Source: an optimization exercise on an open RTL-to-GDS flow (aim: small area). Production flows keep margins and buffers that such runs may drop. Function was checked by simulation only, so behaviour that the tests miss may differ from the original. The clock port is modelled as an ideal driver, which makes a skipped or thinned clock tree look cheaper than it is; a real chip needs a root buffer or a tree. Power and IR drop assume default switching activity.

## intercepte
module intercepte
(
input clk50, reset,
input start, pause, fire,
input [NCHV-1:0] ChvCode,
output LEDGameOver,
output LEDPause1, LEDPause2,
output reg [SZGR-1:0] SR_GR,
output reg [SZRD-1:0] SR_RD,
output [6:0] DscM,
output [6:0] DscC,
output [6:0] DscD,
output [6:0] DscU,
output [6:0] DcrD,
output [6:0] DcrU
);
Size: ~630 cells after synthesis, about 90 flip-flops, about 0.0047 mm^2 of cells after synthesis.
clock: 20.0 ns
lec_check: 0
cap_margin: 20
core_margin: 2
core_utilization: 40
slew_margin: 20
standard.sh (not shown) runs the stock make flow with config.mk's settings and CLKGATE_MAP_FILE= SYNTH_SCRIPT=/design/flow/synth_recipe.tcl, a recipe that flattens the netlist after the stock synthesis.
==> flow/flow/run.sh <==
#!/bin/bash
# ORFS layout through the standard.sh, with:
#  - synthesis: ORFS's script without the full-adder extraction and with an area-oriented
#    ABC script (registers are untouched: same passes, flattening and names);
#  - the smallest buffer (buf_1) on the ports.
set -euo pipefail
here=$(pwd)
export ADDER_MAP_FILE=
export AREA_ABC_SCRIPT=$here/flow/area.abc
export BUFFER_PORTS_ARGS="-buffer_cell sky130_fd_sc_hd__buf_1"
export CTS_ARGS="-sink_clustering_enable -repair_clock_nets -buf_list {sky130_fd_sc_hd__clkbuf_2 sky130_fd_sc_hd__clkbuf_4 sky130_fd_sc_hd__clkbuf_8} -dont_use_dummy_load"
bash standard.sh SYNTH_SCRIPT=$here/flow/synth.tcl synth > synth.log 2>&1
bash standard.sh SYNTH_SCRIPT=$here/flow/synth.tcl finish > layout.log 2>&1
==> flow/flow/area.abc <==
strash
ifraig
dc2
strash
dch -f
map -a
topo
==> flow/flow/synth.tcl <==
# ORFS synthesis as synth_recipe.tcl runs it (no fsm/share passes, flattened, function nets
# renamed), with an area-oriented ABC script in place of ORFS's.
proc synth {args} { yosys synth -nofsm -noshare {*}$args }
proc abc {args} {
  set i [lsearch $args -script]
  if {$i >= 0} { lset args [expr {$i + 1}] $::env(AREA_ABC_SCRIPT) }
  yosys abc {*}$args
}
source $::env(SCRIPTS_DIR)/synth.tcl
# left out here: clear keep_hierarchy, flatten, clean up, hide names made inside functions, write 1_2_yosys.v
Change:
--- a/flow/flow/run.sh
+++ b/flow/flow/run.sh
@@ -5 +5,2 @@
-#  - the smallest buffer (buf_1) on the ports.
+#  - the smallest buffer (buf_1) on the ports;
+#  - a clock tree of clkbuf_8 without dummy loads.
@@ -11 +12 @@
-export CTS_ARGS="-sink_clustering_enable -repair_clock_nets -buf_list {sky130_fd_sc_hd__clkbuf_2 sky130_fd_sc_hd__clkbuf_4 sky130_fd_sc_hd__clkbuf_8} -dont_use_dummy_load"
+export CTS_ARGS="-sink_clustering_enable -repair_clock_nets -buf_list sky130_fd_sc_hd__clkbuf_8 -dont_use_dummy_load"
==> flow/flow/area.abc (replaced) <==
&get -n
&st
&deepsyn -T 60
&put
strash
dch -f
if -K 4 -a
mfs2 -a
strash
dch -f
amap
topo
Outcome:
- setup slack improved by 250 ps
- first-iteration DRC count goes up by 6.8%
- utilization is about the same
- design area goes down by 6.1%
- wire length goes down by 4.3%
- hold slack barely changes
- total power goes down by 2.0%
- critical path depth goes down by 2
- sequential share of layout area goes up by 2.8 points
- final cell count goes down by 15%
- count of clock-buffer cells in the layout is unchanged

---

## job 4425
intercepte, a different RTL version from the one above (not shown whole).
For scale: about 470 cells after synthesis, roughly 84 I/O pins, roughly 4300 sq um of cells after synthesis.
clock: 20.0 ns
lec_check: 0
cap_margin: 20
core_margin: 2
core_utilization: 70
place_density: 0.8
slew_margin: 20
==> flow/flow/run.sh <==
#!/bin/bash
# ORFS layout through the standard.sh, with:
#  - synthesis: ORFS's script without the full-adder extraction and with an area-oriented
#    ABC script (registers are untouched: same passes, flattening and names);
#  - the smallest buffer (buf_1) on the ports;
#  - a small two-level clock tree (clock_tree.tcl, in place of TritonCTS's tree).
set -euo pipefail
here=$(pwd)
export ADDER_MAP_FILE=
export AREA_ABC_SCRIPT=$here/flow/area.abc
export BUFFER_PORTS_ARGS="-buffer_cell sky130_fd_sc_hd__buf_1"
export PRE_CTS_TCL=$here/flow/clock_tree.tcl
bash standard.sh SYNTH_SCRIPT=$here/flow/synth.tcl synth > synth.log 2>&1
bash standard.sh SYNTH_SCRIPT=$here/flow/synth.tcl finish > layout.log 2>&1
==> flow/flow/clock_tree.tcl <==
# Clock tree in place of TritonCTS (sourced by ORFS's cts.tcl as PRE_CTS_TCL): the clock
# port drives one root buffer, which drives a few leaf buffers, each feeding a cluster of
# nearby flip-flops (balanced k-means on the flip-flop positions). Every flip-flop is two
# buffers from the port. Leaves whose flip-flops would see a slow clock edge are upsized.
proc build_clock_tree {root_master leaf_master nleaf} {
  set block [ord::get_db_block]
  set db [ord::get_db]
  set pnet [$block findNet clk50]
  $pnet setSigType CLOCK
  set sinks {}
  foreach it [$pnet getITerms] {
    set bb [[$it getInst] getBBox]
    lappend sinks [list $it [expr {([$bb xMin] + [$bb xMax]) / 2.0}] [expr {([$bb yMin] + [$bb yMax]) / 2.0}]]
  }
  set n [llength $sinks]
  # k-means, seeded with sinks spread along the x-sorted order
  set sorted [lsort -real -index 1 $sinks]
  set cent {}
  for {set k 0} {$k < $nleaf} {incr k} {
    set s [lindex $sorted [expr {int(($k + 0.5) * $n / $nleaf)}]]
    lappend cent [list [lindex $s 1] [lindex $s 2]]
  }
  set cap [expr {int(ceil(double($n) / $nleaf)) + 1}]
  for {set iter 0} {$iter < 30} {incr iter} {
    # balanced assignment: each sink to its nearest centre with room left
    set pairs {}
    foreach s $sinks {
      set k 0
      foreach c $cent {
        set d [expr {abs([lindex $s 1] - [lindex $c 0]) + abs([lindex $s 2] - [lindex $c 1])}]
        lappend pairs [list $d [lindex $s 0] $k [lindex $s 1] [lindex $s 2]]
        incr k
      }
    }
    set pairs [lsort -real -index 0 $pairs]
    array unset taken; array unset cnt; array unset grp
    for {set k 0} {$k < $nleaf} {incr k} { set cnt($k) 0; set grp($k) {} }
    foreach p $pairs {
      set it [lindex $p 1]; set k [lindex $p 2]
      if {[info exists taken($it)] || $cnt($k) >= $cap} { continue }
      set taken($it) 1; incr cnt($k)
      lappend grp($k) [list $it [lindex $p 3] [lindex $p 4]]
    }
    set newcent {}
    for {set k 0} {$k < $nleaf} {incr k} {
      set sx 0; set sy 0
      foreach s $grp($k) { set sx [expr {$sx + [lindex $s 1]}]; set sy [expr {$sy + [lindex $s 2]}] }
      set m [llength $grp($k)]
      if {$m == 0} { lappend newcent [lindex $cent $k] } else { lappend newcent [list [expr {$sx / $m}] [expr {$sy / $m}]] }
    }
    set cent $newcent
  }
  set root [odb::dbInst_create $block [$db findMaster $root_master] clkbuf_root]
  set rnet [odb::dbNet_create $block clknet_root]
  $rnet setSigType CLOCK
  [$root findITerm A] connect $pnet
  [$root findITerm X] connect $rnet
  set rx 0; set ry 0
  for {set k 0} {$k < $nleaf} {incr k} {
    set leaf [odb::dbInst_create $block [$db findMaster $leaf_master] clkbuf_leaf_$k]
    set lnet [odb::dbNet_create $block clknet_leaf_$k]
    $lnet setSigType CLOCK
    foreach s $grp($k) { set it [lindex $s 0]; $it disconnect; $it connect $lnet }
    [$leaf findITerm A] connect $rnet
    [$leaf findITerm X] connect $lnet
    set c [lindex $cent $k]
    $leaf setLocation [expr {int([lindex $c 0])}] [expr {int([lindex $c 1])}]
    $leaf setPlacementStatus PLACED
    set rx [expr {$rx + [lindex $c 0]}]; set ry [expr {$ry + [lindex $c 1]}]
    puts "clock leaf $k: [llength $grp($k)] flip-flops"
  }
  $root setLocation [expr {int($rx / $nleaf)}] [expr {int($ry / $nleaf)}]
  $root setPlacementStatus PLACED
}

proc clock_slew_at_sinks {net} {
  set worst 0
  foreach it [$net getITerms] {
    if {[$it isOutputSignal]} { continue }
    set pin [get_pins [[$it getInst] getName]/[[$it getMTerm] getName]]
    foreach e {rise fall} {
      set s [get_property $pin slew_max_$e]
      if {$s > $worst} { set worst $s }
    }
  }
  return $worst
}

# root buffer, leaf buffer, number of leaves; slew limits (ns, placement estimate) above
# which a leaf (at its flip-flops) or the root (at the leaves) is upsized
set ::clock_tree_root sky130_fd_sc_hd__clkbuf_4
set ::clock_tree_leaf sky130_fd_sc_hd__clkbuf_4
set ::clock_tree_leaves 6
set ::clock_tree_leaf_slew 0.110
set ::clock_tree_root_slew 0.300

proc clock_tree_synthesis {args} {
  puts "clock_tree_synthesis $args: replaced by the flow's own clock tree"
  build_clock_tree $::clock_tree_root $::clock_tree_leaf $::clock_tree_leaves
  set block [ord::get_db_block]
  set_propagated_clock [all_clocks]
  set sizes {sky130_fd_sc_hd__clkbuf_2 sky130_fd_sc_hd__clkbuf_4 sky130_fd_sc_hd__clkbuf_8 sky130_fd_sc_hd__clkbuf_16}
  for {set pass 0} {$pass < 4} {incr pass} {
    estimate_parasitics -placement
    set changed 0
    foreach name [concat [list clkbuf_root] [lmap k [lsort -integer [lmap i [get_cells clkbuf_leaf_*] {lindex [split [get_name $i] _] end}]] {set x clkbuf_leaf_$k}]] {
      set inst [$block findInst $name]
      set net [[$inst findITerm X] getNet]
      set s [clock_slew_at_sinks $net]
      set m [[$inst getMaster] getName]
      set i [lsearch $sizes $m]
      set limit [expr {$name eq "clkbuf_root" ? $::clock_tree_root_slew : $::clock_tree_leaf_slew}]
      if {$s > $limit && $i >= 0 && $i < [llength $sizes] - 1} {
        puts "clock tree: $name ($m) sinks see [format %.3f $s] ns, upsizing"
        replace_cell [get_cells $name] [lindex $sizes [expr {$i + 1}]]
        set changed 1
      }
    }
    if {!$changed} { break }
  }
  estimate_parasitics -placement
  foreach name [concat clkbuf_root [lmap i [get_cells clkbuf_leaf_*] {get_name $i}]] {
    set inst [$block findInst $name]
    puts "clock tree: $name [[$inst getMaster] getName] slew [format %.3f [clock_slew_at_sinks [[$inst findITerm X] getNet]]] ns"
  }
}
Scripts as last shown in full above: flow/flow/synth.tcl
Other scripts of this flow, unchanged in this note and not shown: flow/flow/area.abc
Job 4425 finished all stages; the layout is clean.
The inputs of job 6166 differ from those of job 4425 as listed below.
diff --git a/flow/flow/clock_tree.tcl b/flow/flow/clock_tree.tcl
--- a/flow/flow/clock_tree.tcl
+++ b/flow/flow/clock_tree.tcl
@@ -91,5 +91,5 @@
 set ::clock_tree_root sky130_fd_sc_hd__clkbuf_4
-set ::clock_tree_leaf sky130_fd_sc_hd__clkbuf_4
-set ::clock_tree_leaves 6
-set ::clock_tree_leaf_slew 0.110
+set ::clock_tree_leaf sky130_fd_sc_hd__clkbuf_8
+set ::clock_tree_leaves 5
+set ::clock_tree_leaf_slew 0.120
 set ::clock_tree_root_slew 0.300
diff --git a/flow/config.mk b/flow/config.mk
--- a/flow/config.mk
+++ b/flow/config.mk
@@ -9,4 +9,3 @@
 export CORE_MARGIN = 2
-export CORE_UTILIZATION = 70
-export PLACE_DENSITY = 0.8
+export CORE_UTILIZATION = 40
 export SLEW_MARGIN = 20
==> comparison <==
Higher setup slack among job 4425 and job 6166: job 6166
Job 6166 against job 4425: post-synthesis average cell area neither gained nor lost much; number of logic stages on the critical path including buffering lost 1.
| pin count of the biggest net entering global routing | lower: job 4425 |
Compared with job 4425, job 6166 shows a lower post-route clock period utilization.
Job 6166 vs. job 4425: critical path arrival went down by 650 ps.
[compare] base=job 4425 new=job 6166: register bit total from synthesis saw little to no change, clock network fraction of total power saw an increase, clock skew saw an increase.
Modified inputs, job 5070 compared to job 6166
diff --git a/flow/config.mk b/flow/config.mk
--- a/flow/config.mk
+++ b/flow/config.mk
@@ -9,3 +9,4 @@
 export CORE_MARGIN = 2
-export CORE_UTILIZATION = 40
+export CORE_UTILIZATION = 70
+export PLACE_DENSITY = 0.8
 export SLEW_MARGIN = 20
## What came out
- Job 5070 against job 6166; detailed router's first-iteration violation count is up by more than a quarter.
- Re total power: job 6166 and job 5070 aren't equal, and the lower value belongs to job 5070.
- Re number of antenna violations at the first check in global routing: no difference whatsoever between job 6166 and job 5070.
- Looking at worst clock skew across job 6166 and job 5070, the one that comes out lower is job 5070.
- Measured against each other, job 6166 and job 5070 differ in met3 track utilization from global routing, the lower figure coming from job 6166.
> inputs changed (job 5070 -> job 2534)
diff --git a/flow/flow/clock_tree.tcl b/flow/flow/clock_tree.tcl
--- a/flow/flow/clock_tree.tcl
+++ b/flow/flow/clock_tree.tcl
@@ -91,5 +91,5 @@
 set ::clock_tree_root sky130_fd_sc_hd__clkbuf_4
-set ::clock_tree_leaf sky130_fd_sc_hd__clkbuf_8
-set ::clock_tree_leaves 5
-set ::clock_tree_leaf_slew 0.120
+set ::clock_tree_leaf sky130_fd_sc_hd__clkbuf_4
+set ::clock_tree_leaves 8
+set ::clock_tree_leaf_slew 0.110
 set ::clock_tree_root_slew 0.300
diff --git a/flow/config.mk b/flow/config.mk
--- a/flow/config.mk
+++ b/flow/config.mk
@@ -9,4 +9,3 @@
 export CORE_MARGIN = 2
-export CORE_UTILIZATION = 70
-export PLACE_DENSITY = 0.8
+export CORE_UTILIZATION = 40
 export SLEW_MARGIN = 20
[summary]
Delta (job 2534 minus job 5070): data arrival time of the worst path rose by 480 ps, overall track demand over capacity in global routing fell by 13 points, overall power of the completed layout rose by about 3.8%. Job 2534 against job 5070: cell-internal power shows an increase of 0.0000085 W; count of buffer and inverter cells on the critical path rose by 1. Post-route fraction of the period consumed by the critical path came out higher on job 2534 than on job 5070. The run showing the smaller final critical path time including I/O delays and setup is job 5070. Comparing the two runs side by side, job 2534 comes out ahead of job 5070 on count of routing violations after the opening detailed-route iteration. In job 2534 the clock latency of the later-clocked register in the worst-skew pair turned out 40 ps higher than in job 5070. Against job 5070, job 2534 comes in 75% higher on area of the core region.
In every run of this note, the design's own scripts or RTL, not TritonCTS, make the clock network.

---

Another version of the RTL of intercepte (not shown whole).
Size: ~480 cells after synthesis, roughly 90 flip-flops, about 4300 µm² of cells after synthesis.
Settings: LEC_CHECK=0, CAP_MARGIN=20, CORE_MARGIN=2, CORE_UTILIZATION=85, PLACE_DENSITY=0.9, SLEW_MARGIN=20; clock period 20.0 ns.
==> flow/flow/clock_tree.tcl <==
# Clock tree in place of TritonCTS (sourced by ORFS's cts.tcl as PRE_CTS_TCL): the clock
# port drives one root buffer, which drives a few leaf buffers, each feeding a cluster of
# nearby flip-flops (balanced k-means on the flip-flop positions). Every flip-flop is two
# buffers from the port. Leaves whose flip-flops would see a slow clock edge are upsized.
proc build_clock_tree {root_master leaf_master nleaf} {
  set block [ord::get_db_block]
  set db [ord::get_db]
  set pnet [$block findNet clk50]
  $pnet setSigType CLOCK
  set sinks {}
  foreach it [$pnet getITerms] {
    set bb [[$it getInst] getBBox]
    lappend sinks [list $it [expr {([$bb xMin] + [$bb xMax]) / 2.0}] [expr {([$bb yMin] + [$bb yMax]) / 2.0}]]
  }
  set n [llength $sinks]
  # k-means, seeded with sinks spread along the x-sorted order
  set sorted [lsort -real -index 1 $sinks]
  set cent {}
  for {set k 0} {$k < $nleaf} {incr k} {
    set s [lindex $sorted [expr {int(($k + 0.5) * $n / $nleaf)}]]
    lappend cent [list [lindex $s 1] [lindex $s 2]]
  }
  set cap [expr {int(ceil(double($n) / $nleaf)) + 1}]
  for {set iter 0} {$iter < 30} {incr iter} {
    # balanced assignment: each sink to its nearest centre with room left
    set pairs {}
    foreach s $sinks {
      set k 0
      foreach c $cent {
        set d [expr {abs([lindex $s 1] - [lindex $c 0]) + abs([lindex $s 2] - [lindex $c 1])}]
        lappend pairs [list $d [lindex $s 0] $k [lindex $s 1] [lindex $s 2]]
        incr k
      }
    }
    set pairs [lsort -real -index 0 $pairs]
    array unset taken; array unset cnt; array unset grp
    for {set k 0} {$k < $nleaf} {incr k} { set cnt($k) 0; set grp($k) {} }
    foreach p $pairs {
      set it [lindex $p 1]; set k [lindex $p 2]
      if {[info exists taken($it)] || $cnt($k) >= $cap} { continue }
      set taken($it) 1; incr cnt($k)
      lappend grp($k) [list $it [lindex $p 3] [lindex $p 4]]
    }
    set newcent {}
    for {set k 0} {$k < $nleaf} {incr k} {
      set sx 0; set sy 0
      foreach s $grp($k) { set sx [expr {$sx + [lindex $s 1]}]; set sy [expr {$sy + [lindex $s 2]}] }
      set m [llength $grp($k)]
      if {$m == 0} { lappend newcent [lindex $cent $k] } else { lappend newcent [list [expr {$sx / $m}] [expr {$sy / $m}]] }
    }
    set cent $newcent
  }
  set root [odb::dbInst_create $block [$db findMaster $root_master] clkbuf_root]
  set rnet [odb::dbNet_create $block clknet_root]
  $rnet setSigType CLOCK
  [$root findITerm A] connect $pnet
  [$root findITerm X] connect $rnet
  set rx 0; set ry 0
  for {set k 0} {$k < $nleaf} {incr k} {
    set leaf [odb::dbInst_create $block [$db findMaster $leaf_master] clkbuf_leaf_$k]
    set lnet [odb::dbNet_create $block clknet_leaf_$k]
    $lnet setSigType CLOCK
    foreach s $grp($k) { set it [lindex $s 0]; $it disconnect; $it connect $lnet }
    [$leaf findITerm A] connect $rnet
    [$leaf findITerm X] connect $lnet
    set c [lindex $cent $k]
    $leaf setLocation [expr {int([lindex $c 0])}] [expr {int([lindex $c 1])}]
    $leaf setPlacementStatus PLACED
    set rx [expr {$rx + [lindex $c 0]}]; set ry [expr {$ry + [lindex $c 1]}]
    puts "clock leaf $k: [llength $grp($k)] flip-flops"
  }
  $root setLocation [expr {int($rx / $nleaf)}] [expr {int($ry / $nleaf)}]
  $root setPlacementStatus PLACED
}

proc clock_slew_at_sinks {net} {
  set worst 0
  foreach it [$net getITerms] {
    if {[$it isOutputSignal]} { continue }
    set pin [get_pins [[$it getInst] getName]/[[$it getMTerm] getName]]
    foreach e {rise fall} {
      set s [get_property $pin slew_max_$e]
      if {$s > $worst} { set worst $s }
    }
  }
  return $worst
}

# root buffer, leaf buffer, number of leaves; slew limits (ns, placement estimate) above
# which a leaf (at its flip-flops) or the root (at the leaves) is upsized
set ::clock_tree_root sky130_fd_sc_hd__clkbuf_4
set ::clock_tree_leaf sky130_fd_sc_hd__clkbuf_8
set ::clock_tree_leaves 4
set ::clock_tree_leaf_slew 0.120
set ::clock_tree_root_slew 0.300

proc clock_tree_synthesis {args} {
  puts "clock_tree_synthesis $args: replaced by the flow's own clock tree"
  build_clock_tree $::clock_tree_root $::clock_tree_leaf $::clock_tree_leaves
  set block [ord::get_db_block]
  set_propagated_clock [all_clocks]
  set sizes {sky130_fd_sc_hd__clkbuf_2 sky130_fd_sc_hd__clkbuf_4 sky130_fd_sc_hd__clkbuf_8 sky130_fd_sc_hd__clkbuf_16}
  for {set pass 0} {$pass < 4} {incr pass} {
    estimate_parasitics -placement
    set changed 0
    foreach name [concat [list clkbuf_root] [lmap k [lsort -integer [lmap i [get_cells clkbuf_leaf_*] {lindex [split [get_name $i] _] end}]] {set x clkbuf_leaf_$k}]] {
      set inst [$block findInst $name]
      set net [[$inst findITerm X] getNet]
      set s [clock_slew_at_sinks $net]
      set m [[$inst getMaster] getName]
      set i [lsearch $sizes $m]
      set limit [expr {$name eq "clkbuf_root" ? $::clock_tree_root_slew : $::clock_tree_leaf_slew}]
      if {$s > $limit && $i >= 0 && $i < [llength $sizes] - 1} {
        puts "clock tree: $name ($m) sinks see [format %.3f $s] ns, upsizing"
        replace_cell [get_cells $name] [lindex $sizes [expr {$i + 1}]]
        set changed 1
      }
    }
    if {!$changed} { break }
  }
  estimate_parasitics -placement
  foreach name [concat clkbuf_root [lmap i [get_cells clkbuf_leaf_*] {get_name $i}]] {
    set inst [$block findInst $name]
    puts "clock tree: $name [[$inst getMaster] getName] slew [format %.3f [clock_slew_at_sinks [[$inst findITerm X] getNet]]] ns"
  }
}
Scripts as last shown in full above: flow/flow/run.sh, flow/flow/synth.tcl
Other scripts of this flow, unchanged in this note and not shown: flow/flow/area.abc
The starting point failed in 3_1_place_gp_skip_io.
Edit:
--- a/flow/flow/clock_tree.tcl
+++ b/flow/flow/clock_tree.tcl
@@ -93 +93 @@
-set ::clock_tree_leaves 4
+set ::clock_tree_leaves 5
CORE_UTILIZATION = 70   (was 85)
PLACE_DENSITY = 0.8   (was 0.9)
Result: With this change the flow finished clean; area after synthesis does not change; synthesized cell count stays the same.
Edit:
CORE_UTILIZATION = 85   (was 70)
PLACE_DENSITY = 0.9   (was 0.8)
Result: The new run aborted during 3_1_place_gp_skip_io. Area after synthesis does not change. Synthesized cell count is unchanged.
The clock cells of the second run of this note come from the design's own scripts or RTL, not from TritonCTS.

## what the ideal ports hide
The flow's constraints put no driver on any port. The routed layouts listed below were extracted and timed again, unchanged, in two steps.
Step 1 sets driving cells, clkbuf_16 on the clock port and buf_2 on the other inputs (assumed; they add their load-dependent delay and slew).
Step 2 moves the port delays by t, midway between the first and last clock arrival at a register: inputs arrive t later, outputs are due t later. That takes back most of the time a late clock gives input paths.
Slacks: no drivers / after step 1 / after step 2; pairs: no drivers / after step 1.
| run | t, ns | setup WS [ns] | worst register clock-pin slew, ns |
|---|---|---|---|
| the first run of note 1 | 0.368 | 13.107 / 13.076 / 13.444 | 0.08 / 0.08 |
| the second run of note 1 | 0.368 | 13.359 / 13.330 / 13.699 | 0.09 / 0.09 |
| job 4425 | 0.432 | 13.109 / 13.083 / 13.515 | 0.10 / 0.10 |
| job 6166 | 0.450 | 13.761 / 13.732 / 14.182 | 0.11 / 0.11 |
| job 5070 | 0.436 | 13.678 / 13.649 / 14.085 | 0.12 / 0.12 |
| job 2534 | 0.463 | 13.202 / 13.173 / 13.636 | 0.10 / 0.10 |
| the second run of note 3 | 0.425 | 12.971 / 12.946 / 13.371 | 0.11 / 0.11 |
After both steps every run listed still meets setup and hold.
